What follows belongs to an exercise in optimizing a design on an open flow for small area, a short achievable clock period and few clock cycles; a production flow would make more cautious choices. The RTL was checked by simulation tests, not by an equivalence proof against the original design. Power figures rest on the tool's default switching activity, not on a simulated workload.

==> flow/design.v, too long to show whole: its modules and the start of the top module <==
// module ALU: 238 lines
// module shifter: 3 lines
// module multiplier: 1069 lines
// module MUX: 17 lines
// module TotalALU: 18 lines
module TotalALU( clk, dataA, dataB, Signal, control, Output, Busy, reset );
  // ...
==> flow/run.sh <==
#!/bin/bash
# synth_recipe.tcl (not shown) runs the flow's synth.tcl, then flattens the netlist and writes it again
# the make line also repeats each setting of config.mk as NAME=value (left out here)
make -C /OpenROAD-flow-scripts/flow DESIGN_CONFIG=/design/flow/config.mk WORK_HOME=/design/flow/orfs CLKGATE_MAP_FILE= SYNTH_SCRIPT=/design/flow/synth_recipe.tcl finish
==> flow/config.mk <==
export PLATFORM = sky130hd
export DESIGN_NAME = TotalALU
export DESIGN_NICKNAME = TotalALU
export VERILOG_FILES = /design/flow/design.v
export SDC_FILE = /design/flow/constraint.sdc
export NUM_CORES = 4
export LEC_CHECK = 0
export CAP_MARGIN = 20
export CORE_MARGIN = 2
export CORE_UTILIZATION = 40
export SLEW_MARGIN = 20
==> flow/constraint.sdc <==
create_clock -name core_clock -period 24.0 [get_ports {clk}]
set_input_delay 4.8000 -clock core_clock [delete_from_list [all_inputs] [get_ports {clk}]]
set_output_delay 4.8000 -clock core_clock [all_outputs]
set_load 0.01 [all_outputs]
==> summary.txt, run 1 <==
number of placed I/O pins 108; row count 73; hold worst-path end multiplier.P[28]$_SDFFE_PP0P_; Seq area share 0.111; relative max-transition margin 0.255; multi-input combinational area share 0.722; area of the core 39600 sq um; most instantiated library cell after synthesis nand2_1; Die ar. 41700 sq um; CTS buffer count 9; CTS tree done; Area Overhead vs Synth 11.7%; HPWL after DPL 44700 um; Top class by area multi-input gates; Non-clock inverters 222; commonest cells after routing, fill and taps aside nand2_1 (292), nor2_1 (223), inv_1 (220); Worst Tran Pin Value 1.11 ns; reg2reg start multiplier.cnt[0]$_SDFFE_PP0P_; utilization of the core after routing 0.452; capturing point of the worst reg2reg path multiplier.P[59]$_SDFFE_PP0P_; buffering overhead 0.0682; Final Worst Setup Slack 9.75 ns; fill cell instance count of the final layout 3995; Critical Path End Type output port; status complete, no violations; sum of negative setup slack 0 ns
Testbench counts, summed over its fixed seeds: cycles 4,330.
==> module TotalALU, before the edit <==
module TotalALU( clk, dataA, dataB, Signal, control, Output, Busy, reset );
input reset ;
input clk ;
input [2:0] control ;
input [31:0] dataA ;
input [31:0] dataB ;
input [5:0] Signal ;
output [31:0] Output ;
output Busy ;
wire [31:0] ALUOut, HiOut, LoOut, ShifterOut ;
wire lt ;
ALU alu( .dataA(dataA), .dataB(dataB), .sub(Signal[1]), .sum(ALUOut), .lt(lt) );
shifter shifter( .datain(dataA), .shiftnum(dataB[4:0]), .dataout(ShifterOut) );
multiplier multiplier( .clk(clk), .reset(reset), .start(Signal == 6'd25),
    .multiplicand(dataA), .multiplier(dataB), .busy(Busy), .hi(HiOut), .lo(LoOut) );
MUX MUX( .ALUOut(ALUOut), .HiOut(HiOut), .LoOut(LoOut), .Shifter(ShifterOut),
    .dataA(dataA), .dataB(dataB), .lt(lt), .Signal(Signal), .dataOut(Output) );
endmodule
==> run 2: changes to the inputs <==
==> flow/design.v (replaced) <==
`timescale 1ns/1ns
module FullAdder( input a, input b, input cin, output S, output cout );
assign S = a ^ b ^ cin;
assign cout = ( a & b ) | ( a & cin ) | ( b & cin );
endmodule
module HalfAdder( input a, input b, output S, output cout );
assign S = a ^ b;
assign cout = a & b;
endmodule
`timescale 1ns/1ns
module TotalALU( clk, dataA, dataB, Signal, control, Output, Busy, reset );
input reset ;
input clk ;
input [2:0] control ;
input [31:0] dataA ;
input [31:0] dataB ;
input [5:0] Signal ;
output [31:0] Output ;
output Busy ;
wire sub = Signal[1];
wire [31:0] bx = dataB ^ {32{sub}};
wire [31:0] sum;
wire cout;
wire [31:0] a_g = dataA & bx;
wire [31:0] a_p = dataA ^ bx;
wire a_g0c = a_g[0] | (a_p[0] & sub);
wire a_G1 = a_g[1] | (a_p[1] & a_g0c);
wire a_G2 = a_g[2] | (a_p[2] & a_g[1]);
wire a_P2 = a_p[2] & a_p[1];
wire a_G3 = a_g[3] | (a_p[3] & a_g[2]);
wire a_P3 = a_p[3] & a_p[2];
wire a_G4 = a_g[4] | (a_p[4] & a_g[3]);
wire a_P4 = a_p[4] & a_p[3];
wire a_G5 = a_g[5] | (a_p[5] & a_g[4]);
wire a_P5 = a_p[5] & a_p[4];
wire a_G6 = a_g[6] | (a_p[6] & a_g[5]);
wire a_P6 = a_p[6] & a_p[5];
wire a_G7 = a_g[7] | (a_p[7] & a_g[6]);
wire a_P7 = a_p[7] & a_p[6];
wire a_G8 = a_g[8] | (a_p[8] & a_g[7]);
wire a_P8 = a_p[8] & a_p[7];
wire a_G9 = a_g[9] | (a_p[9] & a_g[8]);
wire a_P9 = a_p[9] & a_p[8];
wire a_G10 = a_g[10] | (a_p[10] & a_g[9]);
wire a_P10 = a_p[10] & a_p[9];
wire a_G11 = a_g[11] | (a_p[11] & a_g[10]);
wire a_P11 = a_p[11] & a_p[10];
wire a_G12 = a_g[12] | (a_p[12] & a_g[11]);
wire a_P12 = a_p[12] & a_p[11];
wire a_G13 = a_g[13] | (a_p[13] & a_g[12]);
wire a_P13 = a_p[13] & a_p[12];
wire a_G14 = a_g[14] | (a_p[14] & a_g[13]);
wire a_P14 = a_p[14] & a_p[13];
wire a_G15 = a_g[15] | (a_p[15] & a_g[14]);
wire a_P15 = a_p[15] & a_p[14];
wire a_G16 = a_g[16] | (a_p[16] & a_g[15]);
wire a_P16 = a_p[16] & a_p[15];
wire a_G17 = a_g[17] | (a_p[17] & a_g[16]);
wire a_P17 = a_p[17] & a_p[16];
wire a_G18 = a_g[18] | (a_p[18] & a_g[17]);
wire a_P18 = a_p[18] & a_p[17];
wire a_G19 = a_g[19] | (a_p[19] & a_g[18]);
wire a_P19 = a_p[19] & a_p[18];
wire a_G20 = a_g[20] | (a_p[20] & a_g[19]);
wire a_P20 = a_p[20] & a_p[19];
wire a_G21 = a_g[21] | (a_p[21] & a_g[20]);
wire a_P21 = a_p[21] & a_p[20];
wire a_G22 = a_g[22] | (a_p[22] & a_g[21]);
wire a_P22 = a_p[22] & a_p[21];
wire a_G23 = a_g[23] | (a_p[23] & a_g[22]);
wire a_P23 = a_p[23] & a_p[22];
wire a_G24 = a_g[24] | (a_p[24] & a_g[23]);
wire a_P24 = a_p[24] & a_p[23];
wire a_G25 = a_g[25] | (a_p[25] & a_g[24]);
wire a_P25 = a_p[25] & a_p[24];
wire a_G26 = a_g[26] | (a_p[26] & a_g[25]);
wire a_P26 = a_p[26] & a_p[25];
wire a_G27 = a_g[27] | (a_p[27] & a_g[26]);
wire a_P27 = a_p[27] & a_p[26];
wire a_G28 = a_g[28] | (a_p[28] & a_g[27]);
wire a_P28 = a_p[28] & a_p[27];
wire a_G29 = a_g[29] | (a_p[29] & a_g[28]);
wire a_P29 = a_p[29] & a_p[28];
wire a_G30 = a_g[30] | (a_p[30] & a_g[29]);
wire a_P30 = a_p[30] & a_p[29];
wire a_G31 = a_g[31] | (a_p[31] & a_g[30]);
wire a_P31 = a_p[31] & a_p[30];
wire a_G32 = a_G2 | (a_P2 & a_g0c);
wire a_G33 = a_G3 | (a_P3 & a_G1);
wire a_G34 = a_G4 | (a_P4 & a_G2);
wire a_P34 = a_P4 & a_P2;
wire a_G35 = a_G5 | (a_P5 & a_G3);
wire a_P35 = a_P5 & a_P3;
wire a_G36 = a_G6 | (a_P6 & a_G4);
wire a_P36 = a_P6 & a_P4;
wire a_G37 = a_G7 | (a_P7 & a_G5);
wire a_P37 = a_P7 & a_P5;
wire a_G38 = a_G8 | (a_P8 & a_G6);
wire a_P38 = a_P8 & a_P6;
wire a_G39 = a_G9 | (a_P9 & a_G7);
wire a_P39 = a_P9 & a_P7;
wire a_G40 = a_G10 | (a_P10 & a_G8);
wire a_P40 = a_P10 & a_P8;
wire a_G41 = a_G11 | (a_P11 & a_G9);
wire a_P41 = a_P11 & a_P9;
wire a_G42 = a_G12 | (a_P12 & a_G10);
wire a_P42 = a_P12 & a_P10;
wire a_G43 = a_G13 | (a_P13 & a_G11);
wire a_P43 = a_P13 & a_P11;
wire a_G44 = a_G14 | (a_P14 & a_G12);
wire a_P44 = a_P14 & a_P12;
wire a_G45 = a_G15 | (a_P15 & a_G13);
wire a_P45 = a_P15 & a_P13;
wire a_G46 = a_G16 | (a_P16 & a_G14);
wire a_P46 = a_P16 & a_P14;
wire a_G47 = a_G17 | (a_P17 & a_G15);
wire a_P47 = a_P17 & a_P15;
wire a_G48 = a_G18 | (a_P18 & a_G16);
wire a_P48 = a_P18 & a_P16;
wire a_G49 = a_G19 | (a_P19 & a_G17);
wire a_P49 = a_P19 & a_P17;
wire a_G50 = a_G20 | (a_P20 & a_G18);
wire a_P50 = a_P20 & a_P18;
wire a_G51 = a_G21 | (a_P21 & a_G19);
wire a_P51 = a_P21 & a_P19;
wire a_G52 = a_G22 | (a_P22 & a_G20);
wire a_P52 = a_P22 & a_P20;
wire a_G53 = a_G23 | (a_P23 & a_G21);
wire a_P53 = a_P23 & a_P21;
wire a_G54 = a_G24 | (a_P24 & a_G22);
wire a_P54 = a_P24 & a_P22;
wire a_G55 = a_G25 | (a_P25 & a_G23);
wire a_P55 = a_P25 & a_P23;
wire a_G56 = a_G26 | (a_P26 & a_G24);
wire a_P56 = a_P26 & a_P24;
wire a_G57 = a_G27 | (a_P27 & a_G25);
wire a_P57 = a_P27 & a_P25;
wire a_G58 = a_G28 | (a_P28 & a_G26);
wire a_P58 = a_P28 & a_P26;
wire a_G59 = a_G29 | (a_P29 & a_G27);
wire a_P59 = a_P29 & a_P27;
wire a_G60 = a_G30 | (a_P30 & a_G28);
wire a_P60 = a_P30 & a_P28;
wire a_G61 = a_G31 | (a_P31 & a_G29);
wire a_P61 = a_P31 & a_P29;
wire a_G62 = a_G34 | (a_P34 & a_g0c);
wire a_G63 = a_G35 | (a_P35 & a_G1);
wire a_G64 = a_G36 | (a_P36 & a_G32);
wire a_G65 = a_G37 | (a_P37 & a_G33);
wire a_G66 = a_G38 | (a_P38 & a_G34);
wire a_P66 = a_P38 & a_P34;
wire a_G67 = a_G39 | (a_P39 & a_G35);
wire a_P67 = a_P39 & a_P35;
wire a_G68 = a_G40 | (a_P40 & a_G36);
wire a_P68 = a_P40 & a_P36;
wire a_G69 = a_G41 | (a_P41 & a_G37);
wire a_P69 = a_P41 & a_P37;
wire a_G70 = a_G42 | (a_P42 & a_G38);
wire a_P70 = a_P42 & a_P38;
wire a_G71 = a_G43 | (a_P43 & a_G39);
wire a_P71 = a_P43 & a_P39;
wire a_G72 = a_G44 | (a_P44 & a_G40);
wire a_P72 = a_P44 & a_P40;
wire a_G73 = a_G45 | (a_P45 & a_G41);
wire a_P73 = a_P45 & a_P41;
wire a_G74 = a_G46 | (a_P46 & a_G42);
wire a_P74 = a_P46 & a_P42;
wire a_G75 = a_G47 | (a_P47 & a_G43);
wire a_P75 = a_P47 & a_P43;
wire a_G76 = a_G48 | (a_P48 & a_G44);
wire a_P76 = a_P48 & a_P44;
wire a_G77 = a_G49 | (a_P49 & a_G45);
wire a_P77 = a_P49 & a_P45;
wire a_G78 = a_G50 | (a_P50 & a_G46);
wire a_P78 = a_P50 & a_P46;
wire a_G79 = a_G51 | (a_P51 & a_G47);
wire a_P79 = a_P51 & a_P47;
wire a_G80 = a_G52 | (a_P52 & a_G48);
wire a_P80 = a_P52 & a_P48;
wire a_G81 = a_G53 | (a_P53 & a_G49);
wire a_P81 = a_P53 & a_P49;
wire a_G82 = a_G54 | (a_P54 & a_G50);
wire a_P82 = a_P54 & a_P50;
wire a_G83 = a_G55 | (a_P55 & a_G51);
wire a_P83 = a_P55 & a_P51;
wire a_G84 = a_G56 | (a_P56 & a_G52);
wire a_P84 = a_P56 & a_P52;
wire a_G85 = a_G57 | (a_P57 & a_G53);
wire a_P85 = a_P57 & a_P53;
wire a_G86 = a_G58 | (a_P58 & a_G54);
wire a_P86 = a_P58 & a_P54;
wire a_G87 = a_G59 | (a_P59 & a_G55);
wire a_P87 = a_P59 & a_P55;
wire a_G88 = a_G60 | (a_P60 & a_G56);
wire a_P88 = a_P60 & a_P56;
wire a_G89 = a_G61 | (a_P61 & a_G57);
wire a_P89 = a_P61 & a_P57;
wire a_G90 = a_G66 | (a_P66 & a_g0c);
wire a_G91 = a_G67 | (a_P67 & a_G1);
wire a_G92 = a_G68 | (a_P68 & a_G32);
wire a_G93 = a_G69 | (a_P69 & a_G33);
wire a_G94 = a_G70 | (a_P70 & a_G62);
wire a_G95 = a_G71 | (a_P71 & a_G63);
wire a_G96 = a_G72 | (a_P72 & a_G64);
wire a_G97 = a_G73 | (a_P73 & a_G65);
wire a_G98 = a_G74 | (a_P74 & a_G66);
wire a_P98 = a_P74 & a_P66;
wire a_G99 = a_G75 | (a_P75 & a_G67);
wire a_P99 = a_P75 & a_P67;
wire a_G100 = a_G76 | (a_P76 & a_G68);
wire a_P100 = a_P76 & a_P68;
wire a_G101 = a_G77 | (a_P77 & a_G69);
wire a_P101 = a_P77 & a_P69;
wire a_G102 = a_G78 | (a_P78 & a_G70);
wire a_P102 = a_P78 & a_P70;
wire a_G103 = a_G79 | (a_P79 & a_G71);
wire a_P103 = a_P79 & a_P71;
wire a_G104 = a_G80 | (a_P80 & a_G72);
wire a_P104 = a_P80 & a_P72;
wire a_G105 = a_G81 | (a_P81 & a_G73);
wire a_P105 = a_P81 & a_P73;
wire a_G106 = a_G82 | (a_P82 & a_G74);
wire a_P106 = a_P82 & a_P74;
wire a_G107 = a_G83 | (a_P83 & a_G75);
wire a_P107 = a_P83 & a_P75;
wire a_G108 = a_G84 | (a_P84 & a_G76);
wire a_P108 = a_P84 & a_P76;
wire a_G109 = a_G85 | (a_P85 & a_G77);
wire a_P109 = a_P85 & a_P77;
wire a_G110 = a_G86 | (a_P86 & a_G78);
wire a_P110 = a_P86 & a_P78;
wire a_G111 = a_G87 | (a_P87 & a_G79);
wire a_P111 = a_P87 & a_P79;
wire a_G112 = a_G88 | (a_P88 & a_G80);
wire a_P112 = a_P88 & a_P80;
wire a_G113 = a_G89 | (a_P89 & a_G81);
wire a_P113 = a_P89 & a_P81;
wire a_G114 = a_G98 | (a_P98 & a_g0c);
wire a_G115 = a_G99 | (a_P99 & a_G1);
wire a_G116 = a_G100 | (a_P100 & a_G32);
wire a_G117 = a_G101 | (a_P101 & a_G33);
wire a_G118 = a_G102 | (a_P102 & a_G62);
wire a_G119 = a_G103 | (a_P103 & a_G63);
wire a_G120 = a_G104 | (a_P104 & a_G64);
wire a_G121 = a_G105 | (a_P105 & a_G65);
wire a_G122 = a_G106 | (a_P106 & a_G90);
wire a_G123 = a_G107 | (a_P107 & a_G91);
wire a_G124 = a_G108 | (a_P108 & a_G92);
wire a_G125 = a_G109 | (a_P109 & a_G93);
wire a_G126 = a_G110 | (a_P110 & a_G94);
wire a_G127 = a_G111 | (a_P111 & a_G95);
wire a_G128 = a_G112 | (a_P112 & a_G96);
wire a_G129 = a_G113 | (a_P113 & a_G97);
wire [31:0] a_c = {a_G128, a_G127, a_G126, a_G125, a_G124, a_G123, a_G122, a_G121, a_G120, a_G119, a_G118, a_G117, a_G116, a_G115, a_G114, a_G97, a_G96, a_G95, a_G94, a_G93, a_G92, a_G91, a_G90, a_G65, a_G64, a_G63, a_G62, a_G33, a_G32, a_G1, a_g0c, sub};
assign sum = a_p ^ a_c;
assign cout = a_G129;
wire lt = ~cout;
wire [31:0] shl = dataA << dataB[4:0];
reg [63:0] P;
reg [31:0] A;
reg [2:0]  cnt;
assign Busy = cnt != 3'd0;
wire accept = ( Signal == 6'd25 ) & ~Busy;
wire [31:0] mc = accept ? dataA : A;
wire [31:0] acc = Busy ? P[63:32] : 32'd0;
wire [7:0] dig = Busy ? P[7:0] : dataB[7:0];
wire [23:0] rest = Busy ? P[31:8] : dataB[31:8];
wire [31:0] pp0 = mc & {32{dig[0]}};
wire [31:0] pp1 = mc & {32{dig[1]}};
wire [31:0] pp2 = mc & {32{dig[2]}};
wire [31:0] pp3 = mc & {32{dig[3]}};
wire [31:0] pp4 = mc & {32{dig[4]}};
wire [31:0] pp5 = mc & {32{dig[5]}};
wire [31:0] pp6 = mc & {32{dig[6]}};
wire [31:0] pp7 = mc & {32{dig[7]}};
wire s1;
wire c2;
wire s3;
wire c4;
wire s5;
wire c6;
wire s7;
wire c8;
wire s9;
wire c10;
wire s11;
wire c12;
wire s13;
wire c14;
wire s15;
wire c16;
wire s17;
wire c18;
wire s19;
wire c20;
wire s21;
wire c22;
wire s23;
wire c24;
wire s25;
wire c26;
wire s27;
wire c28;
wire s29;
wire c30;
wire s31;
wire c32;
wire s33;
wire c34;
wire s35;
wire c36;
wire s37;
wire c38;
wire s39;
wire c40;
wire s41;
wire c42;
wire s43;
wire c44;
wire s45;
wire c46;
wire s47;
wire c48;
wire s49;
wire c50;
wire s51;
wire c52;
wire s53;
wire c54;
wire s55;
wire c56;
wire s57;
wire c58;
wire s59;
wire c60;
wire s61;
wire c62;
wire s63;
wire c64;
wire s65;
wire c66;
wire s67;
wire c68;
wire s69;
wire c70;
wire s71;
wire c72;
wire s73;
wire c74;
wire s75;
wire c76;
wire s77;
wire c78;
wire s79;
wire c80;
wire s81;
wire c82;
wire s83;
wire c84;
wire s85;
wire c86;
wire s87;
wire c88;
wire s89;
wire c90;
wire s91;
wire c92;
wire s93;
wire c94;
wire s95;
wire c96;
wire s97;
wire c98;
wire s99;
wire c100;
wire s101;
wire c102;
wire s103;
wire c104;
wire s105;
wire c106;
wire s107;
wire c108;
wire s109;
wire c110;
wire s111;
wire c112;
wire s113;
wire c114;
wire s115;
wire c116;
wire s117;
wire c118;
wire s119;
wire c120;
wire s121;
wire c122;
wire s123;
wire c124;
wire s125;
wire c126;
wire s127;
wire c128;
wire s129;
wire c130;
wire s131;
wire c132;
wire s133;
wire c134;
wire s135;
wire c136;
wire s137;
wire c138;
wire s139;
wire c140;
wire s141;
wire c142;
wire s143;
wire c144;
wire s145;
wire c146;
wire s147;
wire c148;
wire s149;
wire c150;
wire s151;
wire c152;
wire s153;
wire c154;
wire s155;
wire c156;
wire s157;
wire c158;
wire s159;
wire c160;
wire s161;
wire c162;
wire s163;
wire c164;
wire s165;
wire c166;
wire s167;
wire c168;
wire s169;
wire c170;
wire s171;
wire c172;
wire s173;
wire c174;
wire s175;
wire c176;
wire s177;
wire c178;
wire s179;
wire c180;
wire s181;
wire c182;
wire s183;
wire c184;
wire s185;
wire c186;
wire s187;
wire c188;
wire s189;
wire c190;
wire s191;
wire c192;
wire s193;
wire c194;
wire s195;
wire c196;
wire s197;
wire c198;
wire s199;
wire c200;
wire s201;
wire c202;
wire s203;
wire c204;
wire s205;
wire c206;
wire s207;
wire c208;
wire s209;
wire c210;
wire s211;
wire c212;
wire s213;
wire c214;
wire s215;
wire c216;
wire s217;
wire c218;
wire s219;
wire c220;
wire s221;
wire c222;
wire s223;
wire c224;
wire s225;
wire c226;
wire s227;
wire c228;
wire s229;
wire c230;
wire s231;
wire c232;
wire s233;
wire c234;
wire s235;
wire c236;
wire s237;
wire c238;
wire s239;
wire c240;
wire s241;
wire c242;
wire s243;
wire c244;
wire s245;
wire c246;
wire s247;
wire c248;
wire s249;
wire c250;
wire s251;
wire c252;
wire s253;
wire c254;
wire s255;
wire c256;
wire s257;
wire c258;
wire s259;
wire c260;
wire s261;
wire c262;
wire s263;
wire c264;
wire s265;
wire c266;
wire s267;
wire c268;
wire s269;
wire c270;
wire s271;
wire c272;
wire s273;
wire c274;
wire s275;
wire c276;
wire s277;
wire c278;
wire s279;
wire c280;
wire s281;
wire c282;
wire s283;
wire c284;
wire s285;
wire c286;
wire s287;
wire c288;
wire s289;
wire c290;
wire s291;
wire c292;
wire s293;
wire c294;
wire s295;
wire c296;
wire s297;
wire c298;
wire s299;
wire c300;
wire s301;
wire c302;
wire s303;
wire c304;
wire s305;
wire c306;
wire s307;
wire c308;
wire s309;
wire c310;
wire s311;
wire c312;
wire s313;
wire c314;
wire s315;
wire c316;
wire s317;
wire c318;
wire s319;
wire c320;
wire s321;
wire c322;
wire s323;
wire c324;
wire s325;
wire c326;
wire s327;
wire c328;
wire s329;
wire c330;
wire s331;
wire c332;
wire s333;
wire c334;
wire s335;
wire c336;
wire s337;
wire c338;
wire s339;
wire c340;
wire s341;
wire c342;
wire s343;
wire c344;
wire s345;
wire c346;
wire s347;
wire c348;
wire s349;
wire c350;
wire s351;
wire c352;
wire s353;
wire c354;
wire s355;
wire c356;
wire s357;
wire c358;
wire s359;
wire c360;
wire s361;
wire c362;
wire s363;
wire c364;
wire s365;
wire c366;
wire s367;
wire c368;
wire s369;
wire c370;
wire s371;
wire c372;
wire s373;
wire c374;
wire s375;
wire c376;
wire s377;
wire c378;
wire s379;
wire c380;
wire s381;
wire c382;
wire s383;
wire c384;
wire s385;
wire c386;
wire s387;
wire c388;
wire s389;
wire c390;
wire s391;
wire c392;
wire s393;
wire c394;
wire s395;
wire c396;
wire s397;
wire c398;
wire s399;
wire c400;
wire s401;
wire c402;
wire s403;
wire c404;
wire s405;
wire c406;
wire s407;
wire c408;
wire s409;
wire c410;
wire s411;
wire c412;
wire s413;
wire c414;
wire s415;
wire c416;
wire s417;
wire c418;
wire s419;
wire c420;
wire s421;
wire c422;
wire s423;
wire c424;
wire s425;
wire c426;
wire s427;
wire c428;
wire s429;
wire c430;
wire s431;
wire c432;
wire s433;
wire c434;
HalfAdder u_s1 ( .a(acc[5]), .b(pp0[5]), .S(s1), .cout(c2) );
FullAdder u_s3 ( .a(acc[6]), .b(pp0[6]), .cin(pp1[5]), .S(s3), .cout(c4) );
HalfAdder u_s5 ( .a(pp2[4]), .b(pp3[3]), .S(s5), .cout(c6) );
FullAdder u_s7 ( .a(acc[7]), .b(pp0[7]), .cin(pp1[6]), .S(s7), .cout(c8) );
FullAdder u_s9 ( .a(pp2[5]), .b(pp3[4]), .cin(pp4[3]), .S(s9), .cout(c10) );
HalfAdder u_s11 ( .a(pp5[2]), .b(pp6[1]), .S(s11), .cout(c12) );
FullAdder u_s13 ( .a(acc[8]), .b(pp0[8]), .cin(pp1[7]), .S(s13), .cout(c14) );
FullAdder u_s15 ( .a(pp2[6]), .b(pp3[5]), .cin(pp4[4]), .S(s15), .cout(c16) );
FullAdder u_s17 ( .a(pp5[3]), .b(pp6[2]), .cin(pp7[1]), .S(s17), .cout(c18) );
FullAdder u_s19 ( .a(acc[9]), .b(pp0[9]), .cin(pp1[8]), .S(s19), .cout(c20) );
FullAdder u_s21 ( .a(pp2[7]), .b(pp3[6]), .cin(pp4[5]), .S(s21), .cout(c22) );
FullAdder u_s23 ( .a(pp5[4]), .b(pp6[3]), .cin(pp7[2]), .S(s23), .cout(c24) );
FullAdder u_s25 ( .a(acc[10]), .b(pp0[10]), .cin(pp1[9]), .S(s25), .cout(c26) );
FullAdder u_s27 ( .a(pp2[8]), .b(pp3[7]), .cin(pp4[6]), .S(s27), .cout(c28) );
FullAdder u_s29 ( .a(pp5[5]), .b(pp6[4]), .cin(pp7[3]), .S(s29), .cout(c30) );
FullAdder u_s31 ( .a(acc[11]), .b(pp0[11]), .cin(pp1[10]), .S(s31), .cout(c32) );
FullAdder u_s33 ( .a(pp2[9]), .b(pp3[8]), .cin(pp4[7]), .S(s33), .cout(c34) );
FullAdder u_s35 ( .a(pp5[6]), .b(pp6[5]), .cin(pp7[4]), .S(s35), .cout(c36) );
FullAdder u_s37 ( .a(acc[12]), .b(pp0[12]), .cin(pp1[11]), .S(s37), .cout(c38) );
FullAdder u_s39 ( .a(pp2[10]), .b(pp3[9]), .cin(pp4[8]), .S(s39), .cout(c40) );
FullAdder u_s41 ( .a(pp5[7]), .b(pp6[6]), .cin(pp7[5]), .S(s41), .cout(c42) );
FullAdder u_s43 ( .a(acc[13]), .b(pp0[13]), .cin(pp1[12]), .S(s43), .cout(c44) );
FullAdder u_s45 ( .a(pp2[11]), .b(pp3[10]), .cin(pp4[9]), .S(s45), .cout(c46) );
FullAdder u_s47 ( .a(pp5[8]), .b(pp6[7]), .cin(pp7[6]), .S(s47), .cout(c48) );
FullAdder u_s49 ( .a(acc[14]), .b(pp0[14]), .cin(pp1[13]), .S(s49), .cout(c50) );
FullAdder u_s51 ( .a(pp2[12]), .b(pp3[11]), .cin(pp4[10]), .S(s51), .cout(c52) );
FullAdder u_s53 ( .a(pp5[9]), .b(pp6[8]), .cin(pp7[7]), .S(s53), .cout(c54) );
FullAdder u_s55 ( .a(acc[15]), .b(pp0[15]), .cin(pp1[14]), .S(s55), .cout(c56) );
FullAdder u_s57 ( .a(pp2[13]), .b(pp3[12]), .cin(pp4[11]), .S(s57), .cout(c58) );
FullAdder u_s59 ( .a(pp5[10]), .b(pp6[9]), .cin(pp7[8]), .S(s59), .cout(c60) );
FullAdder u_s61 ( .a(acc[16]), .b(pp0[16]), .cin(pp1[15]), .S(s61), .cout(c62) );
FullAdder u_s63 ( .a(pp2[14]), .b(pp3[13]), .cin(pp4[12]), .S(s63), .cout(c64) );
FullAdder u_s65 ( .a(pp5[11]), .b(pp6[10]), .cin(pp7[9]), .S(s65), .cout(c66) );
FullAdder u_s67 ( .a(acc[17]), .b(pp0[17]), .cin(pp1[16]), .S(s67), .cout(c68) );
FullAdder u_s69 ( .a(pp2[15]), .b(pp3[14]), .cin(pp4[13]), .S(s69), .cout(c70) );
FullAdder u_s71 ( .a(pp5[12]), .b(pp6[11]), .cin(pp7[10]), .S(s71), .cout(c72) );
FullAdder u_s73 ( .a(acc[18]), .b(pp0[18]), .cin(pp1[17]), .S(s73), .cout(c74) );
FullAdder u_s75 ( .a(pp2[16]), .b(pp3[15]), .cin(pp4[14]), .S(s75), .cout(c76) );
FullAdder u_s77 ( .a(pp5[13]), .b(pp6[12]), .cin(pp7[11]), .S(s77), .cout(c78) );
FullAdder u_s79 ( .a(acc[19]), .b(pp0[19]), .cin(pp1[18]), .S(s79), .cout(c80) );
FullAdder u_s81 ( .a(pp2[17]), .b(pp3[16]), .cin(pp4[15]), .S(s81), .cout(c82) );
FullAdder u_s83 ( .a(pp5[14]), .b(pp6[13]), .cin(pp7[12]), .S(s83), .cout(c84) );
FullAdder u_s85 ( .a(acc[20]), .b(pp0[20]), .cin(pp1[19]), .S(s85), .cout(c86) );
FullAdder u_s87 ( .a(pp2[18]), .b(pp3[17]), .cin(pp4[16]), .S(s87), .cout(c88) );
FullAdder u_s89 ( .a(pp5[15]), .b(pp6[14]), .cin(pp7[13]), .S(s89), .cout(c90) );
FullAdder u_s91 ( .a(acc[21]), .b(pp0[21]), .cin(pp1[20]), .S(s91), .cout(c92) );
FullAdder u_s93 ( .a(pp2[19]), .b(pp3[18]), .cin(pp4[17]), .S(s93), .cout(c94) );
FullAdder u_s95 ( .a(pp5[16]), .b(pp6[15]), .cin(pp7[14]), .S(s95), .cout(c96) );
FullAdder u_s97 ( .a(acc[22]), .b(pp0[22]), .cin(pp1[21]), .S(s97), .cout(c98) );
FullAdder u_s99 ( .a(pp2[20]), .b(pp3[19]), .cin(pp4[18]), .S(s99), .cout(c100) );
FullAdder u_s101 ( .a(pp5[17]), .b(pp6[16]), .cin(pp7[15]), .S(s101), .cout(c102) );
FullAdder u_s103 ( .a(acc[23]), .b(pp0[23]), .cin(pp1[22]), .S(s103), .cout(c104) );
FullAdder u_s105 ( .a(pp2[21]), .b(pp3[20]), .cin(pp4[19]), .S(s105), .cout(c106) );
FullAdder u_s107 ( .a(pp5[18]), .b(pp6[17]), .cin(pp7[16]), .S(s107), .cout(c108) );
FullAdder u_s109 ( .a(acc[24]), .b(pp0[24]), .cin(pp1[23]), .S(s109), .cout(c110) );
FullAdder u_s111 ( .a(pp2[22]), .b(pp3[21]), .cin(pp4[20]), .S(s111), .cout(c112) );
FullAdder u_s113 ( .a(pp5[19]), .b(pp6[18]), .cin(pp7[17]), .S(s113), .cout(c114) );
FullAdder u_s115 ( .a(acc[25]), .b(pp0[25]), .cin(pp1[24]), .S(s115), .cout(c116) );
FullAdder u_s117 ( .a(pp2[23]), .b(pp3[22]), .cin(pp4[21]), .S(s117), .cout(c118) );
FullAdder u_s119 ( .a(pp5[20]), .b(pp6[19]), .cin(pp7[18]), .S(s119), .cout(c120) );
FullAdder u_s121 ( .a(acc[26]), .b(pp0[26]), .cin(pp1[25]), .S(s121), .cout(c122) );
FullAdder u_s123 ( .a(pp2[24]), .b(pp3[23]), .cin(pp4[22]), .S(s123), .cout(c124) );
FullAdder u_s125 ( .a(pp5[21]), .b(pp6[20]), .cin(pp7[19]), .S(s125), .cout(c126) );
FullAdder u_s127 ( .a(acc[27]), .b(pp0[27]), .cin(pp1[26]), .S(s127), .cout(c128) );
FullAdder u_s129 ( .a(pp2[25]), .b(pp3[24]), .cin(pp4[23]), .S(s129), .cout(c130) );
FullAdder u_s131 ( .a(pp5[22]), .b(pp6[21]), .cin(pp7[20]), .S(s131), .cout(c132) );
FullAdder u_s133 ( .a(acc[28]), .b(pp0[28]), .cin(pp1[27]), .S(s133), .cout(c134) );
FullAdder u_s135 ( .a(pp2[26]), .b(pp3[25]), .cin(pp4[24]), .S(s135), .cout(c136) );
FullAdder u_s137 ( .a(pp5[23]), .b(pp6[22]), .cin(pp7[21]), .S(s137), .cout(c138) );
FullAdder u_s139 ( .a(acc[29]), .b(pp0[29]), .cin(pp1[28]), .S(s139), .cout(c140) );
FullAdder u_s141 ( .a(pp2[27]), .b(pp3[26]), .cin(pp4[25]), .S(s141), .cout(c142) );
FullAdder u_s143 ( .a(pp5[24]), .b(pp6[23]), .cin(pp7[22]), .S(s143), .cout(c144) );
FullAdder u_s145 ( .a(acc[30]), .b(pp0[30]), .cin(pp1[29]), .S(s145), .cout(c146) );
FullAdder u_s147 ( .a(pp2[28]), .b(pp3[27]), .cin(pp4[26]), .S(s147), .cout(c148) );
FullAdder u_s149 ( .a(pp5[25]), .b(pp6[24]), .cin(pp7[23]), .S(s149), .cout(c150) );
FullAdder u_s151 ( .a(acc[31]), .b(pp0[31]), .cin(pp1[30]), .S(s151), .cout(c152) );
FullAdder u_s153 ( .a(pp2[29]), .b(pp3[28]), .cin(pp4[27]), .S(s153), .cout(c154) );
FullAdder u_s155 ( .a(pp5[26]), .b(pp6[25]), .cin(pp7[24]), .S(s155), .cout(c156) );
FullAdder u_s157 ( .a(pp1[31]), .b(pp2[30]), .cin(pp3[29]), .S(s157), .cout(c158) );
FullAdder u_s159 ( .a(pp4[28]), .b(pp5[27]), .cin(pp6[26]), .S(s159), .cout(c160) );
FullAdder u_s161 ( .a(pp2[31]), .b(pp3[30]), .cin(pp4[29]), .S(s161), .cout(c162) );
HalfAdder u_s163 ( .a(acc[3]), .b(pp0[3]), .S(s163), .cout(c164) );
FullAdder u_s165 ( .a(acc[4]), .b(pp0[4]), .cin(pp1[3]), .S(s165), .cout(c166) );
HalfAdder u_s167 ( .a(pp2[2]), .b(pp3[1]), .S(s167), .cout(c168) );
FullAdder u_s169 ( .a(pp1[4]), .b(pp2[3]), .cin(pp3[2]), .S(s169), .cout(c170) );
FullAdder u_s171 ( .a(pp4[1]), .b(pp5[0]), .cin(s1), .S(s171), .cout(c172) );
FullAdder u_s173 ( .a(pp4[2]), .b(pp5[1]), .cin(pp6[0]), .S(s173), .cout(c174) );
FullAdder u_s175 ( .a(c2), .b(s3), .cin(s5), .S(s175), .cout(c176) );
FullAdder u_s177 ( .a(pp7[0]), .b(c4), .cin(c6), .S(s177), .cout(c178) );
FullAdder u_s179 ( .a(s7), .b(s9), .cin(s11), .S(s179), .cout(c180) );
FullAdder u_s181 ( .a(c8), .b(c10), .cin(c12), .S(s181), .cout(c182) );
FullAdder u_s183 ( .a(s13), .b(s15), .cin(s17), .S(s183), .cout(c184) );
FullAdder u_s185 ( .a(c14), .b(c16), .cin(c18), .S(s185), .cout(c186) );
FullAdder u_s187 ( .a(s19), .b(s21), .cin(s23), .S(s187), .cout(c188) );
FullAdder u_s189 ( .a(c20), .b(c22), .cin(c24), .S(s189), .cout(c190) );
FullAdder u_s191 ( .a(s25), .b(s27), .cin(s29), .S(s191), .cout(c192) );
FullAdder u_s193 ( .a(c26), .b(c28), .cin(c30), .S(s193), .cout(c194) );
FullAdder u_s195 ( .a(s31), .b(s33), .cin(s35), .S(s195), .cout(c196) );
FullAdder u_s197 ( .a(c32), .b(c34), .cin(c36), .S(s197), .cout(c198) );
FullAdder u_s199 ( .a(s37), .b(s39), .cin(s41), .S(s199), .cout(c200) );
FullAdder u_s201 ( .a(c38), .b(c40), .cin(c42), .S(s201), .cout(c202) );
FullAdder u_s203 ( .a(s43), .b(s45), .cin(s47), .S(s203), .cout(c204) );
FullAdder u_s205 ( .a(c44), .b(c46), .cin(c48), .S(s205), .cout(c206) );
FullAdder u_s207 ( .a(s49), .b(s51), .cin(s53), .S(s207), .cout(c208) );
FullAdder u_s209 ( .a(c50), .b(c52), .cin(c54), .S(s209), .cout(c210) );
FullAdder u_s211 ( .a(s55), .b(s57), .cin(s59), .S(s211), .cout(c212) );
FullAdder u_s213 ( .a(c56), .b(c58), .cin(c60), .S(s213), .cout(c214) );
FullAdder u_s215 ( .a(s61), .b(s63), .cin(s65), .S(s215), .cout(c216) );
FullAdder u_s217 ( .a(c62), .b(c64), .cin(c66), .S(s217), .cout(c218) );
FullAdder u_s219 ( .a(s67), .b(s69), .cin(s71), .S(s219), .cout(c220) );
FullAdder u_s221 ( .a(c68), .b(c70), .cin(c72), .S(s221), .cout(c222) );
FullAdder u_s223 ( .a(s73), .b(s75), .cin(s77), .S(s223), .cout(c224) );
FullAdder u_s225 ( .a(c74), .b(c76), .cin(c78), .S(s225), .cout(c226) );
FullAdder u_s227 ( .a(s79), .b(s81), .cin(s83), .S(s227), .cout(c228) );
FullAdder u_s229 ( .a(c80), .b(c82), .cin(c84), .S(s229), .cout(c230) );
FullAdder u_s231 ( .a(s85), .b(s87), .cin(s89), .S(s231), .cout(c232) );
FullAdder u_s233 ( .a(c86), .b(c88), .cin(c90), .S(s233), .cout(c234) );
FullAdder u_s235 ( .a(s91), .b(s93), .cin(s95), .S(s235), .cout(c236) );
FullAdder u_s237 ( .a(c92), .b(c94), .cin(c96), .S(s237), .cout(c238) );
FullAdder u_s239 ( .a(s97), .b(s99), .cin(s101), .S(s239), .cout(c240) );
FullAdder u_s241 ( .a(c98), .b(c100), .cin(c102), .S(s241), .cout(c242) );
FullAdder u_s243 ( .a(s103), .b(s105), .cin(s107), .S(s243), .cout(c244) );
FullAdder u_s245 ( .a(c104), .b(c106), .cin(c108), .S(s245), .cout(c246) );
FullAdder u_s247 ( .a(s109), .b(s111), .cin(s113), .S(s247), .cout(c248) );
FullAdder u_s249 ( .a(c110), .b(c112), .cin(c114), .S(s249), .cout(c250) );
FullAdder u_s251 ( .a(s115), .b(s117), .cin(s119), .S(s251), .cout(c252) );
FullAdder u_s253 ( .a(c116), .b(c118), .cin(c120), .S(s253), .cout(c254) );
FullAdder u_s255 ( .a(s121), .b(s123), .cin(s125), .S(s255), .cout(c256) );
FullAdder u_s257 ( .a(c122), .b(c124), .cin(c126), .S(s257), .cout(c258) );
FullAdder u_s259 ( .a(s127), .b(s129), .cin(s131), .S(s259), .cout(c260) );
FullAdder u_s261 ( .a(c128), .b(c130), .cin(c132), .S(s261), .cout(c262) );
FullAdder u_s263 ( .a(s133), .b(s135), .cin(s137), .S(s263), .cout(c264) );
FullAdder u_s265 ( .a(c134), .b(c136), .cin(c138), .S(s265), .cout(c266) );
FullAdder u_s267 ( .a(s139), .b(s141), .cin(s143), .S(s267), .cout(c268) );
FullAdder u_s269 ( .a(c140), .b(c142), .cin(c144), .S(s269), .cout(c270) );
FullAdder u_s271 ( .a(s145), .b(s147), .cin(s149), .S(s271), .cout(c272) );
FullAdder u_s273 ( .a(c146), .b(c148), .cin(c150), .S(s273), .cout(c274) );
FullAdder u_s275 ( .a(s151), .b(s153), .cin(s155), .S(s275), .cout(c276) );
FullAdder u_s277 ( .a(pp7[25]), .b(c152), .cin(c154), .S(s277), .cout(c278) );
FullAdder u_s279 ( .a(c156), .b(s157), .cin(s159), .S(s279), .cout(c280) );
FullAdder u_s281 ( .a(pp5[28]), .b(pp6[27]), .cin(pp7[26]), .S(s281), .cout(c282) );
FullAdder u_s283 ( .a(c158), .b(c160), .cin(s161), .S(s283), .cout(c284) );
FullAdder u_s285 ( .a(pp3[31]), .b(pp4[30]), .cin(pp5[29]), .S(s285), .cout(c286) );
FullAdder u_s287 ( .a(pp6[28]), .b(pp7[27]), .cin(c162), .S(s287), .cout(c288) );
FullAdder u_s289 ( .a(pp4[31]), .b(pp5[30]), .cin(pp6[29]), .S(s289), .cout(c290) );
HalfAdder u_s291 ( .a(acc[2]), .b(pp0[2]), .S(s291), .cout(c292) );
FullAdder u_s293 ( .a(pp1[2]), .b(pp2[1]), .cin(pp3[0]), .S(s293), .cout(c294) );
FullAdder u_s295 ( .a(pp4[0]), .b(c164), .cin(s165), .S(s295), .cout(c296) );
FullAdder u_s297 ( .a(c166), .b(c168), .cin(s169), .S(s297), .cout(c298) );
FullAdder u_s299 ( .a(c170), .b(c172), .cin(s173), .S(s299), .cout(c300) );
FullAdder u_s301 ( .a(c174), .b(c176), .cin(s177), .S(s301), .cout(c302) );
FullAdder u_s303 ( .a(c178), .b(c180), .cin(s181), .S(s303), .cout(c304) );
FullAdder u_s305 ( .a(c182), .b(c184), .cin(s185), .S(s305), .cout(c306) );
FullAdder u_s307 ( .a(c186), .b(c188), .cin(s189), .S(s307), .cout(c308) );
FullAdder u_s309 ( .a(c190), .b(c192), .cin(s193), .S(s309), .cout(c310) );
FullAdder u_s311 ( .a(c194), .b(c196), .cin(s197), .S(s311), .cout(c312) );
FullAdder u_s313 ( .a(c198), .b(c200), .cin(s201), .S(s313), .cout(c314) );
FullAdder u_s315 ( .a(c202), .b(c204), .cin(s205), .S(s315), .cout(c316) );
FullAdder u_s317 ( .a(c206), .b(c208), .cin(s209), .S(s317), .cout(c318) );
FullAdder u_s319 ( .a(c210), .b(c212), .cin(s213), .S(s319), .cout(c320) );
FullAdder u_s321 ( .a(c214), .b(c216), .cin(s217), .S(s321), .cout(c322) );
FullAdder u_s323 ( .a(c218), .b(c220), .cin(s221), .S(s323), .cout(c324) );
FullAdder u_s325 ( .a(c222), .b(c224), .cin(s225), .S(s325), .cout(c326) );
FullAdder u_s327 ( .a(c226), .b(c228), .cin(s229), .S(s327), .cout(c328) );
FullAdder u_s329 ( .a(c230), .b(c232), .cin(s233), .S(s329), .cout(c330) );
FullAdder u_s331 ( .a(c234), .b(c236), .cin(s237), .S(s331), .cout(c332) );
FullAdder u_s333 ( .a(c238), .b(c240), .cin(s241), .S(s333), .cout(c334) );
FullAdder u_s335 ( .a(c242), .b(c244), .cin(s245), .S(s335), .cout(c336) );
FullAdder u_s337 ( .a(c246), .b(c248), .cin(s249), .S(s337), .cout(c338) );
FullAdder u_s339 ( .a(c250), .b(c252), .cin(s253), .S(s339), .cout(c340) );
FullAdder u_s341 ( .a(c254), .b(c256), .cin(s257), .S(s341), .cout(c342) );
FullAdder u_s343 ( .a(c258), .b(c260), .cin(s261), .S(s343), .cout(c344) );
FullAdder u_s345 ( .a(c262), .b(c264), .cin(s265), .S(s345), .cout(c346) );
FullAdder u_s347 ( .a(c266), .b(c268), .cin(s269), .S(s347), .cout(c348) );
FullAdder u_s349 ( .a(c270), .b(c272), .cin(s273), .S(s349), .cout(c350) );
FullAdder u_s351 ( .a(c274), .b(c276), .cin(s277), .S(s351), .cout(c352) );
FullAdder u_s353 ( .a(c278), .b(c280), .cin(s281), .S(s353), .cout(c354) );
FullAdder u_s355 ( .a(c282), .b(c284), .cin(s285), .S(s355), .cout(c356) );
FullAdder u_s357 ( .a(pp7[28]), .b(c286), .cin(c288), .S(s357), .cout(c358) );
FullAdder u_s359 ( .a(pp5[31]), .b(pp6[30]), .cin(pp7[29]), .S(s359), .cout(c360) );
HalfAdder u_s361 ( .a(acc[1]), .b(pp0[1]), .S(s361), .cout(c362) );
FullAdder u_s363 ( .a(pp1[1]), .b(pp2[0]), .cin(s291), .S(s363), .cout(c364) );
FullAdder u_s365 ( .a(s163), .b(c292), .cin(s293), .S(s365), .cout(c366) );
FullAdder u_s367 ( .a(s167), .b(c294), .cin(s295), .S(s367), .cout(c368) );
FullAdder u_s369 ( .a(s171), .b(c296), .cin(s297), .S(s369), .cout(c370) );
FullAdder u_s371 ( .a(s175), .b(c298), .cin(s299), .S(s371), .cout(c372) );
FullAdder u_s373 ( .a(s179), .b(c300), .cin(s301), .S(s373), .cout(c374) );
FullAdder u_s375 ( .a(s183), .b(c302), .cin(s303), .S(s375), .cout(c376) );
FullAdder u_s377 ( .a(s187), .b(c304), .cin(s305), .S(s377), .cout(c378) );
FullAdder u_s379 ( .a(s191), .b(c306), .cin(s307), .S(s379), .cout(c380) );
FullAdder u_s381 ( .a(s195), .b(c308), .cin(s309), .S(s381), .cout(c382) );
FullAdder u_s383 ( .a(s199), .b(c310), .cin(s311), .S(s383), .cout(c384) );
FullAdder u_s385 ( .a(s203), .b(c312), .cin(s313), .S(s385), .cout(c386) );
FullAdder u_s387 ( .a(s207), .b(c314), .cin(s315), .S(s387), .cout(c388) );
FullAdder u_s389 ( .a(s211), .b(c316), .cin(s317), .S(s389), .cout(c390) );
FullAdder u_s391 ( .a(s215), .b(c318), .cin(s319), .S(s391), .cout(c392) );
FullAdder u_s393 ( .a(s219), .b(c320), .cin(s321), .S(s393), .cout(c394) );
FullAdder u_s395 ( .a(s223), .b(c322), .cin(s323), .S(s395), .cout(c396) );
FullAdder u_s397 ( .a(s227), .b(c324), .cin(s325), .S(s397), .cout(c398) );
FullAdder u_s399 ( .a(s231), .b(c326), .cin(s327), .S(s399), .cout(c400) );
FullAdder u_s401 ( .a(s235), .b(c328), .cin(s329), .S(s401), .cout(c402) );
FullAdder u_s403 ( .a(s239), .b(c330), .cin(s331), .S(s403), .cout(c404) );
FullAdder u_s405 ( .a(s243), .b(c332), .cin(s333), .S(s405), .cout(c406) );
FullAdder u_s407 ( .a(s247), .b(c334), .cin(s335), .S(s407), .cout(c408) );
FullAdder u_s409 ( .a(s251), .b(c336), .cin(s337), .S(s409), .cout(c410) );
FullAdder u_s411 ( .a(s255), .b(c338), .cin(s339), .S(s411), .cout(c412) );
FullAdder u_s413 ( .a(s259), .b(c340), .cin(s341), .S(s413), .cout(c414) );
FullAdder u_s415 ( .a(s263), .b(c342), .cin(s343), .S(s415), .cout(c416) );
FullAdder u_s417 ( .a(s267), .b(c344), .cin(s345), .S(s417), .cout(c418) );
FullAdder u_s419 ( .a(s271), .b(c346), .cin(s347), .S(s419), .cout(c420) );
FullAdder u_s421 ( .a(s275), .b(c348), .cin(s349), .S(s421), .cout(c422) );
FullAdder u_s423 ( .a(s279), .b(c350), .cin(s351), .S(s423), .cout(c424) );
FullAdder u_s425 ( .a(s283), .b(c352), .cin(s353), .S(s425), .cout(c426) );
FullAdder u_s427 ( .a(s287), .b(c354), .cin(s355), .S(s427), .cout(c428) );
FullAdder u_s429 ( .a(s289), .b(c356), .cin(s357), .S(s429), .cout(c430) );
FullAdder u_s431 ( .a(c290), .b(c358), .cin(s359), .S(s431), .cout(c432) );
FullAdder u_s433 ( .a(pp6[31]), .b(pp7[30]), .cin(c360), .S(s433), .cout(c434) );
wire [39:0] ra = {1'b0, pp7[31], c432, c430, c428, c426, c424, c422, c420, c418, c416, c414, c412, c410, c408, c406, c404, c402, c400, c398, c396, c394, c392, c390, c388, c386, c384, c382, c380, c378, c376, c374, c372, c370, c368, c366, c364, c362, pp1[0], acc[0]};
wire [39:0] rb = {1'b0, c434, s433, s431, s429, s427, s425, s423, s421, s419, s417, s415, s413, s411, s409, s407, s405, s403, s401, s399, s397, s395, s393, s391, s389, s387, s385, s383, s381, s379, s377, s375, s373, s371, s369, s367, s365, s363, s361, pp0[0]};
wire [39:0] t;
wire [39:0] m_g = ra & rb;
wire [39:0] m_p = ra ^ rb;
wire m_G1 = m_g[1] | (m_p[1] & m_g[0]);
wire m_G2 = m_g[3] | (m_p[3] & m_g[2]);
wire m_P2 = m_p[3] & m_p[2];
wire m_G3 = m_g[5] | (m_p[5] & m_g[4]);
wire m_P3 = m_p[5] & m_p[4];
wire m_G4 = m_g[7] | (m_p[7] & m_g[6]);
wire m_P4 = m_p[7] & m_p[6];
wire m_G5 = m_g[9] | (m_p[9] & m_g[8]);
wire m_P5 = m_p[9] & m_p[8];
wire m_G6 = m_g[11] | (m_p[11] & m_g[10]);
wire m_P6 = m_p[11] & m_p[10];
wire m_G7 = m_g[13] | (m_p[13] & m_g[12]);
wire m_P7 = m_p[13] & m_p[12];
wire m_G8 = m_g[15] | (m_p[15] & m_g[14]);
wire m_P8 = m_p[15] & m_p[14];
wire m_G9 = m_g[17] | (m_p[17] & m_g[16]);
wire m_P9 = m_p[17] & m_p[16];
wire m_G10 = m_g[19] | (m_p[19] & m_g[18]);
wire m_P10 = m_p[19] & m_p[18];
wire m_G11 = m_g[21] | (m_p[21] & m_g[20]);
wire m_P11 = m_p[21] & m_p[20];
wire m_G12 = m_g[23] | (m_p[23] & m_g[22]);
wire m_P12 = m_p[23] & m_p[22];
wire m_G13 = m_g[25] | (m_p[25] & m_g[24]);
wire m_P13 = m_p[25] & m_p[24];
wire m_G14 = m_g[27] | (m_p[27] & m_g[26]);
wire m_P14 = m_p[27] & m_p[26];
wire m_G15 = m_g[29] | (m_p[29] & m_g[28]);
wire m_P15 = m_p[29] & m_p[28];
wire m_G16 = m_g[31] | (m_p[31] & m_g[30]);
wire m_P16 = m_p[31] & m_p[30];
wire m_G17 = m_g[33] | (m_p[33] & m_g[32]);
wire m_P17 = m_p[33] & m_p[32];
wire m_G18 = m_g[35] | (m_p[35] & m_g[34]);
wire m_P18 = m_p[35] & m_p[34];
wire m_G19 = m_g[37] | (m_p[37] & m_g[36]);
wire m_P19 = m_p[37] & m_p[36];
wire m_G20 = m_g[39] | (m_p[39] & m_g[38]);
wire m_P20 = m_p[39] & m_p[38];
wire m_G21 = m_g[2] | (m_p[2] & m_G1);
wire m_G22 = m_G2 | (m_P2 & m_G1);
wire m_G23 = m_g[6] | (m_p[6] & m_G3);
wire m_P23 = m_p[6] & m_P3;
wire m_G24 = m_G4 | (m_P4 & m_G3);
wire m_P24 = m_P4 & m_P3;
wire m_G25 = m_g[10] | (m_p[10] & m_G5);
wire m_P25 = m_p[10] & m_P5;
wire m_G26 = m_G6 | (m_P6 & m_G5);
wire m_P26 = m_P6 & m_P5;
wire m_G27 = m_g[14] | (m_p[14] & m_G7);
wire m_P27 = m_p[14] & m_P7;
wire m_G28 = m_G8 | (m_P8 & m_G7);
wire m_P28 = m_P8 & m_P7;
wire m_G29 = m_g[18] | (m_p[18] & m_G9);
wire m_P29 = m_p[18] & m_P9;
wire m_G30 = m_G10 | (m_P10 & m_G9);
wire m_P30 = m_P10 & m_P9;
wire m_G31 = m_g[22] | (m_p[22] & m_G11);
wire m_P31 = m_p[22] & m_P11;
wire m_G32 = m_G12 | (m_P12 & m_G11);
wire m_P32 = m_P12 & m_P11;
wire m_G33 = m_g[26] | (m_p[26] & m_G13);
wire m_P33 = m_p[26] & m_P13;
wire m_G34 = m_G14 | (m_P14 & m_G13);
wire m_P34 = m_P14 & m_P13;
wire m_G35 = m_g[30] | (m_p[30] & m_G15);
wire m_P35 = m_p[30] & m_P15;
wire m_G36 = m_G16 | (m_P16 & m_G15);
wire m_P36 = m_P16 & m_P15;
wire m_G37 = m_g[34] | (m_p[34] & m_G17);
wire m_P37 = m_p[34] & m_P17;
wire m_G38 = m_G18 | (m_P18 & m_G17);
wire m_P38 = m_P18 & m_P17;
wire m_G39 = m_g[38] | (m_p[38] & m_G19);
wire m_P39 = m_p[38] & m_P19;
wire m_G40 = m_G20 | (m_P20 & m_G19);
wire m_P40 = m_P20 & m_P19;
wire m_G41 = m_g[4] | (m_p[4] & m_G22);
wire m_G42 = m_G3 | (m_P3 & m_G22);
wire m_G43 = m_G23 | (m_P23 & m_G22);
wire m_G44 = m_G24 | (m_P24 & m_G22);
wire m_G45 = m_g[12] | (m_p[12] & m_G26);
wire m_P45 = m_p[12] & m_P26;
wire m_G46 = m_G7 | (m_P7 & m_G26);
wire m_P46 = m_P7 & m_P26;
wire m_G47 = m_G27 | (m_P27 & m_G26);
wire m_P47 = m_P27 & m_P26;
wire m_G48 = m_G28 | (m_P28 & m_G26);
wire m_P48 = m_P28 & m_P26;
wire m_G49 = m_g[20] | (m_p[20] & m_G30);
wire m_P49 = m_p[20] & m_P30;
wire m_G50 = m_G11 | (m_P11 & m_G30);
wire m_P50 = m_P11 & m_P30;
wire m_G51 = m_G31 | (m_P31 & m_G30);
wire m_P51 = m_P31 & m_P30;
wire m_G52 = m_G32 | (m_P32 & m_G30);
wire m_P52 = m_P32 & m_P30;
wire m_G53 = m_g[28] | (m_p[28] & m_G34);
wire m_P53 = m_p[28] & m_P34;
wire m_G54 = m_G15 | (m_P15 & m_G34);
wire m_P54 = m_P15 & m_P34;
wire m_G55 = m_G35 | (m_P35 & m_G34);
wire m_P55 = m_P35 & m_P34;
wire m_G56 = m_G36 | (m_P36 & m_G34);
wire m_P56 = m_P36 & m_P34;
wire m_G57 = m_g[36] | (m_p[36] & m_G38);
wire m_P57 = m_p[36] & m_P38;
wire m_G58 = m_G19 | (m_P19 & m_G38);
wire m_P58 = m_P19 & m_P38;
wire m_G59 = m_G39 | (m_P39 & m_G38);
wire m_P59 = m_P39 & m_P38;
wire m_G60 = m_G40 | (m_P40 & m_G38);
wire m_P60 = m_P40 & m_P38;
wire m_G61 = m_g[8] | (m_p[8] & m_G44);
wire m_G62 = m_G5 | (m_P5 & m_G44);
wire m_G63 = m_G25 | (m_P25 & m_G44);
wire m_G64 = m_G26 | (m_P26 & m_G44);
wire m_G65 = m_G45 | (m_P45 & m_G44);
wire m_G66 = m_G46 | (m_P46 & m_G44);
wire m_G67 = m_G47 | (m_P47 & m_G44);
wire m_G68 = m_G48 | (m_P48 & m_G44);
wire m_G69 = m_g[24] | (m_p[24] & m_G52);
wire m_P69 = m_p[24] & m_P52;
wire m_G70 = m_G13 | (m_P13 & m_G52);
wire m_P70 = m_P13 & m_P52;
wire m_G71 = m_G33 | (m_P33 & m_G52);
wire m_P71 = m_P33 & m_P52;
wire m_G72 = m_G34 | (m_P34 & m_G52);
wire m_P72 = m_P34 & m_P52;
wire m_G73 = m_G53 | (m_P53 & m_G52);
wire m_P73 = m_P53 & m_P52;
wire m_G74 = m_G54 | (m_P54 & m_G52);
wire m_P74 = m_P54 & m_P52;
wire m_G75 = m_G55 | (m_P55 & m_G52);
wire m_P75 = m_P55 & m_P52;
wire m_G76 = m_G56 | (m_P56 & m_G52);
wire m_P76 = m_P56 & m_P52;
wire m_G77 = m_g[16] | (m_p[16] & m_G68);
wire m_G78 = m_G9 | (m_P9 & m_G68);
wire m_G79 = m_G29 | (m_P29 & m_G68);
wire m_G80 = m_G30 | (m_P30 & m_G68);
wire m_G81 = m_G49 | (m_P49 & m_G68);
wire m_G82 = m_G50 | (m_P50 & m_G68);
wire m_G83 = m_G51 | (m_P51 & m_G68);
wire m_G84 = m_G52 | (m_P52 & m_G68);
wire m_G85 = m_G69 | (m_P69 & m_G68);
wire m_G86 = m_G70 | (m_P70 & m_G68);
wire m_G87 = m_G71 | (m_P71 & m_G68);
wire m_G88 = m_G72 | (m_P72 & m_G68);
wire m_G89 = m_G73 | (m_P73 & m_G68);
wire m_G90 = m_G74 | (m_P74 & m_G68);
wire m_G91 = m_G75 | (m_P75 & m_G68);
wire m_G92 = m_G76 | (m_P76 & m_G68);
wire m_G93 = m_g[32] | (m_p[32] & m_G92);
wire m_G94 = m_G17 | (m_P17 & m_G92);
wire m_G95 = m_G37 | (m_P37 & m_G92);
wire m_G96 = m_G38 | (m_P38 & m_G92);
wire m_G97 = m_G57 | (m_P57 & m_G92);
wire m_G98 = m_G58 | (m_P58 & m_G92);
wire m_G99 = m_G59 | (m_P59 & m_G92);
wire m_G100 = m_G60 | (m_P60 & m_G92);
wire [39:0] m_c = {m_G99, m_G98, m_G97, m_G96, m_G95, m_G94, m_G93, m_G92, m_G91, m_G90, m_G89, m_G88, m_G87, m_G86, m_G85, m_G84, m_G83, m_G82, m_G81, m_G80, m_G79, m_G78, m_G77, m_G68, m_G67, m_G66, m_G65, m_G64, m_G63, m_G62, m_G61, m_G44, m_G43, m_G42, m_G41, m_G22, m_G21, m_G1, m_g[0], 1'b0};
assign t = m_p ^ m_c;
always @( posedge clk ) begin
  A <= mc;
  if ( reset ) begin
    P <= 64'd0;
    cnt <= 3'd0;
  end else if ( accept | Busy ) begin
    P <= { t, rest };
    cnt <= accept ? 3'd3 : cnt - 3'd1;
  end
end
wire isAND = Signal == 6'd36;
wire isOR  = Signal == 6'd37;
wire isAS  = ( Signal == 6'd32 ) | ( Signal == 6'd34 );
wire isSLT = Signal == 6'd42;
wire isSLL = Signal == 6'd0;
wire isHI  = Signal == 6'd16;
wire isLO  = Signal == 6'd18;
assign Output = ( {32{isAND}} & ( dataA & dataB ) )
              | ( {32{isOR}}  & ( dataA | dataB ) )
              | ( {32{isAS}}  & sum )
              | { 31'd0, isSLT & lt }
              | ( {32{isSLL}} & shl )
              | ( {32{isHI}}  & P[63:32] )
              | ( {32{isLO}}  & P[31:0] );
endmodule
==> flow/flow/run.sh (new file) <==
#!/bin/bash
# Layout: the standard flow (standard.sh: standard synthesis, floorplan,
# placement, CTS, routing), with two changes:
#  - the port buffers are buf_4 cells rather than the delay cells buffer_ports
#    picks by default (every input and output port still gets a buffer);
#  - repair_timing aims for SETUP_SLACK_MARGIN ns more setup slack than the
#    clock needs, so it shortens the port-to-port paths that set the period.
# The clock, its period and the I/O constraints are the standard flow's, unchanged.
set -euo pipefail
MARGIN=${MARGIN:-12.5}
bash standard.sh "SETUP_SLACK_MARGIN=$MARGIN" \
  "BUFFER_PORTS_ARGS=-buffer_cell sky130_fd_sc_hd__buf_4" finish > standard_flow.log 2>&1
==> flow/standard.sh (new file) <==
#!/bin/bash
# synth_recipe.tcl (not shown) runs the flow's synth.tcl, then flattens the netlist and writes it again
# the make line also repeats each setting of config.mk as NAME=value (left out here)
make -C /OpenROAD-flow-scripts/flow DESIGN_CONFIG=/design/flow/config.mk WORK_HOME=/design/flow/orfs CLKGATE_MAP_FILE= SYNTH_SCRIPT=/design/flow/synth_recipe.tcl "${@:-finish}"
--- a/flow/config.mk
+++ b/flow/config.mk
@@ -9,3 +9,5 @@
 export CORE_MARGIN = 2
 export CORE_UTILIZATION = 40
 export SLEW_MARGIN = 20
+export SYNTH_HIERARCHICAL = 1
+export SYNTH_MINIMUM_KEEP_SIZE = 0
removed: flow/run.sh
==> run 2 against run 1 <==
- non-clock buffer count increased by 45
- final cell count is 7.2% lower
- clock-buffer cell count stayed put
- cell area rose by 3.4%
- via count is 4.5% lower
- synthesized cell count shrank 10%
- sequential power hardly changed
- register-to-register slack improved by 0.59 ns
- largest power group unchanged
- critical path type unchanged
- clock skew up 0.0035 ns
- worst hold slack got worse by 0.017 ns
- critical endpoint is now Output[30]
==> summary.txt, run 2 <==
share of flip-flops with an asynchronous set or reset after synthesis 0 (unchanged); registers with the most flip-flops P: 64 flops, A: 32 flops, cnt: 3 flops (was multiplier.P: 64 flops, multiplier.A: 32 flops, multiplier.cnt: 3 flops); fraction of layout instances using a drive strength above 1 0.183 (was 0.0538); sequential-to-total area share from yosys stat 0.129 (was 0.124); final critical path time including I/O delays and setup 12.29 ns (was 14.25 ns); Avg Vias per Cell 5.98 (was 5.81); achievable clock frequency 81.4 MHz (was 70.2 MHz); Power per Cell Area 106 nW/um^2 (was 116 nW/um^2); Worst-Skew Late Latency 0.36 ns (was 0.37 ns); status complete, no violations (unchanged); highest fanout seen on the critical path 7 (was 26); count of final setup violators 0 (unchanged); total count of hold-check failures in the final report 0 (unchanged); CP max stage cell fa_2 (was clkdlybuf4s50_1); row count 71 (was 73); total clock sinks 99 (unchanged); Die ar. 40100 sq um (was 41700 sq um); number of global-route vias before repair 14500 (was 14800); cell type with the largest total area after synthesis fa_1 (unchanged); synthesized cell area 15400 sq um (was 16000 sq um); class of the worst hold path reg2reg (unchanged); Cell variety after synth 73 (was 75); setup repair after global routing missed its margin yes (was no); arrival time at the worst endpoint 7.49 ns (was 9.45 ns); CTS tree done (unchanged); final net count 2206 (was 2371); worst clock skew on the final layout 0.0130 ns (was 0.00959 ns); post-route fraction of the period consumed by the critical path 0.512 (was 0.594); top cell types by occurrence after synthesis nor2_1 (329), fa_1 (217), nand2_1 (147), a21oi_1 (101), dfxtp_1 (99) (was nand2_1 (294), nor2_1 (224), inv_1 (220), fa_1 (217), mux2i_1 (120)); minimum hold slack 0.467 ns (was 0.484 ns); Synth top area share 0.282 (was 0.271); H-tree depth reported by CTS 3 (unchanged); critical setup path kind in2out (unchanged); sum of negative setup slack 0 ns (unchanged); critical path's largest stage delay 0.42 ns (was 0.62 ns); detailed-route DRC error count 0 (unchanged); drt first-iter violations 1050 (was 1506); detailed-router iteration count before antenna repair 9 (was 8); Net Count, Synth 2123 (was 2323); antenna fix cells 0 (was 1); area of the core 37800 sq um (was 39600 sq um); HPWL after DPL 40400 um (was 44700 um); number of port buffers 104 (unchanged); most instantiated flip-flop cell in the synthesis netlist dfxtp_1 (unchanged); Worst path top cell family by delay compound AO/OA/AOI/OAI gates (unchanged); #FFs+latches synth 99 (unchanged); Synth Area per Inst 8.81 sq um (was 8.21 sq um); crit path buf inv count 4 (unchanged); IR Drop Worst-Case VDD 69.6 uV (was 73.8 uV); total number of vias 14100 (was 14700); max reg flops 64 (unchanged); startpoint types primary input (unchanged); Die Width 200 um (was 204 um); Post-synth EDFFs 0 (unchanged); Reg with most FFs P (was multiplier.P); most common cell after layout, fill and taps aside nor2_1 (was nand2_1); Post-Syn Instances 1750 (was 1953); most instantiated library cell after synthesis nor2_1 (was nand2_1); relative max-transition margin 0.350 (was 0.255); Critical Path End Type output port (unchanged); sequence of cells on the critical path buf_16 -> buf_12 -> xor2_4 -> inv_2 -> fa_2 -> nor2b_4 -> o31a_1 -> o21ai_2 -> o2111a_2 -> nor2_4 -> o211a_4 -> a21oi_4 -> or3_4 -> nand3_2 -> buf_6 (was clkdlybuf4s50_1 -> buf_4 -> xor2_1 -> inv_1 -> fa_1 -> nor2b_1 -> o31ai_2 -> a21oi_1 -> o21ai_1 -> a211oi_1 -> o21ai_1 -> a21oi_1 -> a221oi_2 -> nor2b_1 -> o41ai_1 -> clkdlybuf4s50_1); Lkg Pwr 8.46 nW (was 8.14 nW); worst endpoint required time 19.20 ns (about the same); Area Overhead vs Synth 20.2% (was 11.7%); overall routing resource usage 0.276 (was 0.280); antenna violations before repair 1 (was 2); starting density of the core 0.407 (was 0.405); maximum buffer depth of the clock tree 2 (unchanged); CTS clk-pin slew, worst paths 0.08 ns (about the same); Worst Tran Pin Value 0.948 ns (was 1.11 ns); cell types occupying the most area after synthesis fa_1 (28%), dfxtp_1 (13%), nor2_1 (8.0%) (was fa_1 (27%), dfxtp_1 (12%), mux2i_1 (7.5%)); Final Routed Wirelength 55800 um (was 57000 um); largest net degree at the start of global routing 71 (unchanged); aggregate global routing overflow 0 (unchanged); CTS buffer count 9 (unchanged); mean routed wirelength per cell 23.7 um (was 22.5 um); die height 200 um (was 204 um); global-route wire length before repair 86300 um (was 88300 um); number of placed I/O pins 108 (unchanged); commonest cells after routing, fill and taps aside nor2_1 (326), fa_1 (216), nand2_1 (143) (was nand2_1 (292), nor2_1 (223), inv_1 (220)); max-slew violation count 0 (unchanged); count of warnings emitted by yosys 7 (was 1); Root Buffer Master clkbuf_16 (unchanged); post-route antenna net violation count 0 (unchanged); number of maximum-capacitance constraint violations 0 (unchanged); routability congestion estimate from global placement 0.922 (was 0.947)
==> run 2: path summary, 6_finish.rpt <==
kind | startpoint | end | slack [ns] | cells past startpoint
worst max-delay path | Signal[1] | Output[30] | 11.71 | 15
worst min-delay path | cnt[0]$_SDFFE_PP0P_ | cnt[0]$_SDFFE_PP0P_ | 0.47 | 1
worst max register to register | cnt[0]$_SDFFE_PP0P_ | P[62]$_SDFFE_PP0P_ | 16.79 | 20
worst min register to register | cnt[0]$_SDFFE_PP0P_ | cnt[0]$_SDFFE_PP0P_ | 0.47 | 1
==> run 2: report_power, final <==
part | internal [W] | switching (W)
clock network | 0.0000829 | 0.0000723
logic | 0.000596 | 0.000918
registers | 0.000227 | 0.0000617
==> run 2: cell families after synthesis <==
| group | Yosys count | share of synthesized area |
|---|---|---|
| xor gates and xnor gates | 82 | 0.0466 |
| and+or+nand+nor | 612 | 0.172 |
| DFF | 99 | 0.129 |
| buffers and inverters | 164 | 0.0410 |
| adders and majority gates | 321 | 0.363 |
| muxes | 118 | 0.0972 |
| AOI/OAI and AO/OA | 354 | 0.152 |
==> run 2: cell type report <==
cell class                 instances  area, sq um
multi-input combinational       1488        13600
clock inverter                     7         81.3
clock buffer                       9          225
tap                              511          639
timing repair buffer             177         1740
sequential                        99         1980
inverter                          58          221
fill                            3589        19300
==> run 2: per-stage QoR <==
stage,instances,power [W],setup WS (ns),utilization,instance area [sq um]
final,2349,0.00196,11.71,0.490,18500
after global routing,2349,0.00213,11.64,0.490,18500
after CTS,2332,0.00192,11.75,0.476,18000
after detailed placement,2285,0.00171,11.03,0.443,16700
after global placement,2285,0.00169,11.12,0.443,16700
after floorplan,1750,0.00130,11.97,-,15600
==> run 2: repair_timing <==
item / CTS / global route
gates cloned: 7 / 1
hold buffers: 0 / 0
gates resized for setup: 108 / 63
buffers inserted: 24 / 16
pin swaps: 31 / 41
setup endpoints to repair: 60 / 41
==> run 2: Yosys stat by module (local to each module, per instance) <==
module	flops+latches	times used	cells inside	area (sq um)
FullAdder	0	210	1	20.0
HalfAdder	0	7	1	12.5
TotalALU	99	1	1533	11100
==> run 2: layer usage <==
metal | GRT usage | up-vias | wire length [um] | share of wire
li1 | - | 6242 | - | -
met5 | 0 | - | 13 | 0.00023
met1 | 0.360 | 7031 | 22300 | 0.40
met4 | 0.132 | 2 | 2720 | 0.049
met3 | 0.0312 | 124 | 4020 | 0.072
met2 | 0.460 | 651 | 26700 | 0.48
Testbench counts of run 2, summed over its fixed seeds: cycles 4,330.

re-timing with driven ports:
Ports are ideal in the flow. The routed layouts listed here were re-timed in OpenROAD.
Step 1 assumes that a clkbuf_16 drives the clock port and a buf_2 every other input.
Step 2, shift: input delay + t, output delay - t, t = (earliest + latest rising clock arrival at the registers) / 2. This alone moves slack from input paths to output paths.
a / b / c = ideal / step 1 / step 2; a / b = the first two.
run	t (ns)	setup WS [ns]	latest minus earliest clock arrival (ns)
run 1	0.412	9.746 / 9.718 / 9.718	0.009 / 0.010
run 2	0.401	11.712 / 11.421 / 11.421	0.013 / 0.013
After both steps every run listed still meets setup and hold. The setup slack of run 2, which loses most, moves by -0.291 ns with the drivers and by -0.291 ns with both steps.
